What follows belongs to an exercise in optimizing a design on an open flow for a short achievable clock period and few clock cycles; a production flow would make more cautious choices.
Only simulation tests tie the RTL to the original design; equivalence was not proved.
Power and IR drop assume default switching activity.

==> flow/design.v <==
module alu(
  input      [31:0]src_a,
  input      [31:0]src_b,
  input       [2:0]op,
  input            alt,
  output reg [31:0]res
);
wire signed [31:0]a_sign;
wire signed [31:0]b_sign;
assign a_sign = src_a;
assign b_sign = src_b;
wire [4:0]shamt = src_b[4:0];
always @(*) begin
  case (op)
    3'b000: res = src_a + (alt ? (~src_b + 1) : src_b);
    3'b001: res = src_a << shamt;
    3'b010: res = a_sign < b_sign;
    3'b011: res = src_a < src_b;
    3'b100: res = src_a ^ src_b;
    3'b101: if (alt) res = a_sign >>> shamt;
            else res = src_a >> shamt;
    3'b110: res = src_a | src_b;
    3'b111: res = src_a & src_b;
    default: res = 0;
  endcase
end
endmodule
module control(
  input      [31:0]instr,
  output reg       has_imm,
  output reg [11:0]imm12,
  output reg [19:0]imm20,
  output reg  [2:0]alu_op,
  output reg       alt,
  output reg       rf_we,
  output reg       mem_we,
  output reg       mem_re,
  output reg       is_branch,
  output reg       is_check_eq,
  output reg       is_jump
);
wire [6:0]opcode = instr[6:0];
wire [2:0]funct3 = instr[14:12];
wire [6:0]funct7 = instr[31:25];
always @(*) begin
  has_imm     = 1'b0;
  imm12       = 12'b0;
  imm20       = 20'b0;
  alu_op      = 3'b000;
  alt         = 1'b0;
  rf_we       = 1'b0;
  mem_we      = 1'b0;
  mem_re      = 1'b0;
  is_branch   = 1'b0;
  is_check_eq = 1'b0;
  is_jump     = 1'b0;
  casez (opcode)
    7'b0010011: begin  
      rf_we       = 1'b1;
      alu_op      = funct3;
      imm12       = instr[31:20];
      has_imm     = 1'b1;
      alt         = (funct3 == 3'b101) && funct7[5];
    end
    7'b0110011: begin  
      rf_we       = 1'b1;
      alu_op      = funct3;
      alt         = funct7[5];
    end
    7'b0100011: begin  
      imm12       = {instr[31:25], instr[11:7]};
      has_imm     = 1'b1;
      mem_we      = (funct3 == 3'b010);
    end
    7'b0000011: begin  
      imm12       = instr[31:20];
      has_imm     = 1'b1;
      mem_re      = 1'b1;
      rf_we       = 1'b1;
    end
    7'b1100011: begin  
      alt         = ~funct3[2];
      alu_op      = {1'b0, funct3[2:1]};
      imm12       = {instr[31], instr[31], instr[7],
                    instr[30:25], instr[11:9]};
      is_branch   = 1'b1;
      is_check_eq = funct3[0] ^ ~funct3[2]; 
    end
    7'b1101111: begin  
      imm20       = {instr[31], instr[31], instr[19:12],
                    instr[20], instr[30:22]};
      is_jump     = 1'b1;
      rf_we       = 1'b1;
    end
    7'b1100111: begin  
      imm12       = instr[31:20];
      has_imm     = 1'b1;
      is_jump     = 1'b1;
      rf_we       = 1'b1;
    end
    default: ;
  endcase
end
endmodule
module reg_file(
    input        clk,
    input   [4:0]raddr0,
    input   [4:0]raddr1,
    input   [4:0]waddr,
    input  [31:0]wdata,
    input        we,
    output [31:0]rdata0,
    output [31:0]rdata1
);
reg [31:0]x[31:0];
assign rdata0 = (raddr0 == 0) ? 0 : x[raddr0];
assign rdata1 = (raddr1 == 0) ? 0 : x[raddr1];
always @(posedge clk) begin
  if (we) begin
    x[waddr] <= wdata;
  end
end
endmodule
module core(
  input        clk,
  input        rst,
  output [31:0]instr_addr,
  input  [31:0]instr_data,
  output [31:0]ram_raddr,
  input  [31:0]ram_rdata,
  output [31:0]ram_waddr,
  output [31:0]ram_wdata,
  output       ram_we
);
wire [31:0]instr = instr_data;
wire  [4:0] rd   = instr[11:7];
wire  [4:0]rs1   = instr[19:15];
wire  [4:0]rs2   = instr[24:20];
wire       ram_re;
wire [31:0]alu_result;
wire       is_jump;
reg  [31:0]pc;
wire  [4:0]rf_raddr0 = rs1;
wire [31:0]rf_rdata0;
wire  [4:0]rf_raddr1 = rs2;
wire [31:0]rf_rdata1;
wire  [4:0]rf_waddr  = rd;
wire [31:0]rf_wdata  = is_jump
                        ? pc + 1
                        : ram_re
                          ? ram_rdata
                          : alu_result;
wire rf_we;
reg_file rf(
  .clk(clk),
  .raddr0(rf_raddr0), .rdata0(rf_rdata0),
  .raddr1(rf_raddr1), .rdata1(rf_rdata1),
  .waddr (rf_waddr ), .wdata (rf_wdata ), .we(rf_we)
);
assign ram_wdata = rf_rdata1;
assign ram_waddr = alu_result;
assign ram_raddr = alu_result;
wire has_imm;
wire [11:0]imm12;
wire [19:0]imm20;
wire [31:0]imm32 = (is_jump && !has_imm)
                    ? {{12{imm20[19]}}, imm20}
                    : {{20{imm12[11]}}, imm12};
wire [31:0]alu_a_src = rf_rdata0;
wire [31:0]alu_b_src = has_imm ? imm32 : rf_rdata1;
wire  [2:0]alu_op;
wire       alu_alt;
alu alu(
  .src_a (rf_rdata0 ),
  .src_b (alu_b_src ),
  .op    (alu_op    ),
  .alt   (alu_alt   ),
  .res   (alu_result)
);
wire is_branch;
wire is_check_eq;
control control(
  .instr       (instr      ),
  .has_imm     (has_imm    ),
  .imm12       (imm12      ),
  .imm20       (imm20      ),
  .alu_op      (alu_op     ),
  .alt         (alu_alt    ),
  .rf_we       (rf_we      ),
  .mem_we      (ram_we     ),
  .mem_re      (ram_re     ),
  .is_branch   (is_branch  ),
  .is_check_eq (is_check_eq),
  .is_jump     (is_jump     )
);
reg  [31:0]pc_next;
wire       is_taken      = is_branch
                            ? (is_check_eq ^ |alu_result)
                            : 1'b0;
wire [31:0]branch_target = pc + imm32;
wire [31:0]jump_target   = has_imm
                            ? alu_result
                            : branch_target;
always @(*) begin
  if (is_jump)
    pc_next = jump_target;
  else if (is_taken)
    pc_next = branch_target;
  else
    pc_next = pc + 1;
end
always @(posedge clk) begin
  if (rst)
    pc <= 32'b0;
  else
    pc <= pc_next;
end
assign instr_addr = pc;
endmodule
==> flow/run.sh <==
#!/bin/bash
# synth_recipe.tcl (not shown) runs the flow's synth.tcl, then flattens the netlist and writes it again
# the make line also repeats each setting of config.mk as NAME=value (left out here)
make -C /OpenROAD-flow-scripts/flow DESIGN_CONFIG=/design/flow/config.mk WORK_HOME=/design/flow/orfs CLKGATE_MAP_FILE= SYNTH_SCRIPT=/design/flow/synth_recipe.tcl finish
==> flow/config.mk <==
export PLATFORM = sky130hd
export DESIGN_NAME = core
export DESIGN_NICKNAME = core
export VERILOG_FILES = /design/flow/design.v
export SDC_FILE = /design/flow/constraint.sdc
export NUM_CORES = 4
export LEC_CHECK = 0
export CAP_MARGIN = 20
export CORE_MARGIN = 2
export CORE_UTILIZATION = 40
export SETUP_SLACK_MARGIN = 0.3
export SLEW_MARGIN = 20
==> flow/constraint.sdc <==
create_clock -name core_clock -period 12.0 [get_ports {clk}]
set_input_delay 2.4000 -clock core_clock [delete_from_list [all_inputs] [get_ports {clk}]]
set_output_delay 2.4000 -clock core_clock [all_outputs]
set_load 0.01 [all_outputs]
==> key figures <==
Timing
  – Minimum clock period after layout: 11.62 ns
  – # setup viols final: 0
  – RSZ-0062 raised after global routing: true
  – Setup TNS: 0 ns
  – Slew Limit Fails: 0
  – Rel. slew slack: 24.2%
  – Fin. Hold Viols: 0
  – Clock Skews: 0.0434 ns
  – Worst setup margin: 0.378 ns
  – Slew @ Worst Pin: 1.13 ns
  – Crit share post-route: 96.9%
  – Hold Worst Slack: 0.711 ns
  – Fmax: 86.0 MHz

Clock tree
  – Clk latency of the worst-skew pair: 0.75 ns
  – TritonCTS Buffers: 111
  – # hold bufs at CTS: 0
  – Bufs on Longest Clock Path: 3
  – Root buf cell: clkbuf_16
  – Clock transition at the registers of the reported paths: 0.06 ns
  – CTS tree: done
  – CTS sink cnt: 1056
  – CTS H-Tree Depth: 3

Logic synthesis
  – Syn nets: 4676
  – Ys async rst share: 0%
  – Post-synth EDFFs: 1024
  – Cell variety after synth: 93
  – Synth Flop Type: edfxtp_1
  – Cell Area, Synth: 61600 sq um
  – Synth Instances: 4448
  – Seq/Total Area, Yosys: 51.0%
  – Synth warnings: 4
  – Seq cells post-synth: 1056
  – Syn avg cell area: 13.8 sq um

Worst setup path
  – Crit-path max cell delay: 0.49 ns
  – CP bufs+invs: 6
  – Critical path launch point type: primary input
  – Worst Path Arrival: 9.22 ns
  – Crit path max fanout: 13
  – Slowest CP cell: mux4_2
  – Critical Path RT: 9.60 ns
  – Critical Path End Type: output port
  – Worst setup path class: primary input to output port
  – Largest delay share family, worst path: compound AO/OA/AOI/OAI gates

Cells and area
  – Final instance area: 73300 sq um
  – Layout area overhead: 19.0%
  – Multi-input gate area: 28700 sq um
  – Final Util: 48.1%
  – Final net count: 5178
  – Share of cells above drive strength 1: 28.3%
  – Filler Cell Count: 13216
  – Register area: 31400 sq um

Pwr
  – Pint: 7.82 mW
  – Psw: 3.81 mW
  – Gate power share: 30.0%
  – Leakage power: 25.7 nW
  – PwrDens: 159 nW/um^2
  – Max VDD drop: 113 uV
  – Clock power frac: 30.4%
  – Share of power burned in registers: 39.6%
  – Sw Share: 32.8%

Place
  – Port Buffer Count: 194
  – Post-DP HPWL: 167 mm
  – Placer Congestion: 1.03
  – Dpl cell area: 69000 sq um
  – DP Worst Slack: -0.419 ns

Routing
  – WL final: 251 mm
  – DR vias/cell: 6.62
  – Via Count: 46808
  – Routed len/inst: 35.4 um
  – Post-route DRC: 0
  – First drt pass iteration count: 6
  – DR iter-0 viols: 6350
  – Antenna viol nets, final: 0

Floorplanning
  – Die width: 396 um
  – Io pins: 195
  – Site row count: 143
  – Starting Density: 40.4%
  – Die Y: 396 um
  – Core outline area: 152000 sq um
  – Die area: 157000 sq um

Global route
  – Pin count of the biggest net entering global routing: 68
  – First-pass GRT wire length: 347 mm
  – Initial antenna violation count: 6
  – Tot GR Track Use: 31.3%
  – Vias in the first global route: 45403
  – Gr ovfl total: 0

Flow run
  – # Max-Cap Violations: 0

Status
  – Status: finished clean

Worst hold path
  – Hold WC Path Type: flop to flop
## through the flow
stage / power (mW) / cells
finish: 11.6 / 7074
global route: 11.9 / 7073
CTS: 11.6 / 7061
detailed placement: 8.03 / 6845
global placement: 8.01 / 6844
floorplan: 6.33 / 4448
## registers in the layout (all words and copies together), names as in the netlist
name	cells
pc	32
rf.x	1024
## placed cells by master (no fill, tap or decap), types with 22 or more instances in the layout
| master | n |
|---|---|
| a211oi_1 | 57 |
| a21o_1 | 50 |
| a21oi_1 | 176 |
| a21oi_2 | 24 |
| a221oi_1 | 28 |
| a22o_1 | 25 |
| a22oi_1 | 121 |
| a31oi_1 | 30 |
| and3_1 | 32 |
| buf_4 | 507 |
| clkbuf_16 | 116 |
| clkdlybuf4s50_1 | 176 |
| dfxtp_1 | 32 |
| edfxtp_1 | 1024 |
| ha_1 | 159 |
| inv_1 | 103 |
| mux2_2 | 32 |
| mux2i_1 | 245 |
| mux4_2 | 496 |
| nand2_1 | 236 |
| nand2b_1 | 22 |
| nand3_1 | 116 |
| nand4_1 | 26 |
| nor2_1 | 206 |
| nor2_4 | 33 |
| nor3_1 | 71 |
| o211ai_1 | 35 |
| o21ai_0 | 145 |
| o22ai_1 | 37 |
| or3_1 | 22 |
| xnor2_1 | 84 |
| xor2_1 | 33 |
## synthesized netlist by cell type (26+ instances only)
cell      count  area [sq um]
edfxtp_1   1024         30700
mux4_2      496         11200
mux2i_1     248          2480
nor2_1      246           923
nand2_1     239           897
a21oi_1     203          1020
ha_1        160          2000
o21ai_0     157           786
clkbuf_1    155           582
a22oi_1     122           916
nand3_1     116           581
inv_1       104           390
buf_2        85           425
xnor2_1      84           736
nor3_1       74           370
a211oi_1     59           443
a21o_1       50           375
buf_4        49           368
buf_1        44           165
o22ai_1      39           244
o211ai_1     35           263
xor2_1       33           289
a31oi_1      32           200
and3_1       32           200
dfxtp_1      32           641
mux2_2       32           360
a221oi_1     28           245
a22o_1       27           236
nand4_1      26           163
## power by group through the flow
stage | clock, mW | sequential [mW] | combinational (mW)
CTS | 3.58 | 4.60 | 3.38
global placement | 0 | 4.68 | 3.33
finish | 3.54 | 4.60 | 3.49
detailed placement | 0 | 4.68 | 3.35
floorplan | 0 | 4.70 | 1.62
global route | 3.72 | 4.60 | 3.61
## routing by layer
| metal | track usage (%) | vias to the layer above | routed length, um |
|---|---|---|---|
| met4 | 17.5 | 4 | 16000 |
| met1 | 40.4 | 24014 | 93200 |
| li1 | - | 19023 | - |
| met5 | 0 | - | 25 |
| met3 | 5.71 | 655 | 25000 |
| met2 | 49.8 | 3112 | 116000 |
## worst register-to-register path, delay by kind of cell, from the launching register on
family | cells | cell delay [ns]
xor gates and xnor gates | 2 | 0.32
and+or+nand+nor | 8 | 2.02
adders and majority gates | 1 | 0.28
muxes | 5 | 1.72
buffers and inverters | 13 | 2.11
AOI/OAI and AO/OA | 11 | 2.03
DFF | 1 | 0.40
## final cells by class
| cell class | count | share of cell area, % |
|---|---|---|
| Sequential cell | 1056 | 42.8 |
| Multi-Input combinational cell | 2934 | 39.2 |
| Timing Repair Buffer | 738 | 8.85 |
| Clock buffer | 127 | 3.90 |
| Tap cell | 2030 | 3.47 |
| Clock inverter | 78 | 1.19 |
| Inverter | 109 | 0.558 |
| Antenna cell | 2 | 0.00683 |
## cell families (layout without fill, tap and decap cells)
logic type / after synthesis / count (layout) / share of synthesized area, %
and+or+nand+nor: 916 / 916 / 7.17
other: 0 / 2 / 0
xor gates and xnor gates: 117 / 117 / 1.66
DFF: 1056 / 1056 / 51.0
muxes: 778 / 778 / 22.8
AOI/OAI and AO/OA: 961 / 961 / 10.6
adders and majority gates: 162 / 162 / 3.32
buffers and inverters: 458 / 1052 / 3.46
## path summary, 6_finish.rpt
| kind | startpoint | end | slack, ns | depth (start not counted) |
|---|---|---|---|---|
| max | instr_data[20] | ram_waddr[28] | 0.38 | 29 |
| min | pc[0] | pc[0] | 0.71 | 2 |
| max reg2reg | rf.x[15][9] | pc[14] | 2.95 | 40 |
| min reg2reg | pc[0] | pc[0] | 0.71 | 2 |
## repair_timing
item                                    in CTS  in global routing
pin swaps                                   10                 15
gates resized for setup                     36                 41
endpoints found under the setup margin      14                 14
setup buffers                               10                  7
cloned                                       1                  4
Testbench counts, summed over its fixed seeds: cycles 287,939.

[separate check: timing with driven ports]
In the flow no input, the clock included, has a driving cell. The finished layout below was timed again as built, in two steps.
Step 1 (the two cells are an assumption about what drives the block):
set clk [get_ports {clk}]
set_driving_cell -lib_cell sky130_fd_sc_hd__clkbuf_16 $clk
set_driving_cell -lib_cell sky130_fd_sc_hd__buf_2 [delete_from_list [all_inputs] $clk]
Step 2, shift: input delay + t, output delay - t, t = (earliest + latest rising clock arrival at the registers) / 2. This alone moves slack from input paths to output paths.
Three values: ideal, step 1, step 2; two values: the first two.
t, ns: 0.814
slack for setup (ns): 0.378 / 0.290 / 0.290
worst setup path after step 2: input to output
latest minus earliest clock arrival (ns): 0.043 / 0.043
worst data-port slew with drivers (ns): 0.11
After both steps this run still meets setup and hold. The setup slack of this run moves by -0.088 ns with the drivers and by -0.088 ns with both steps.
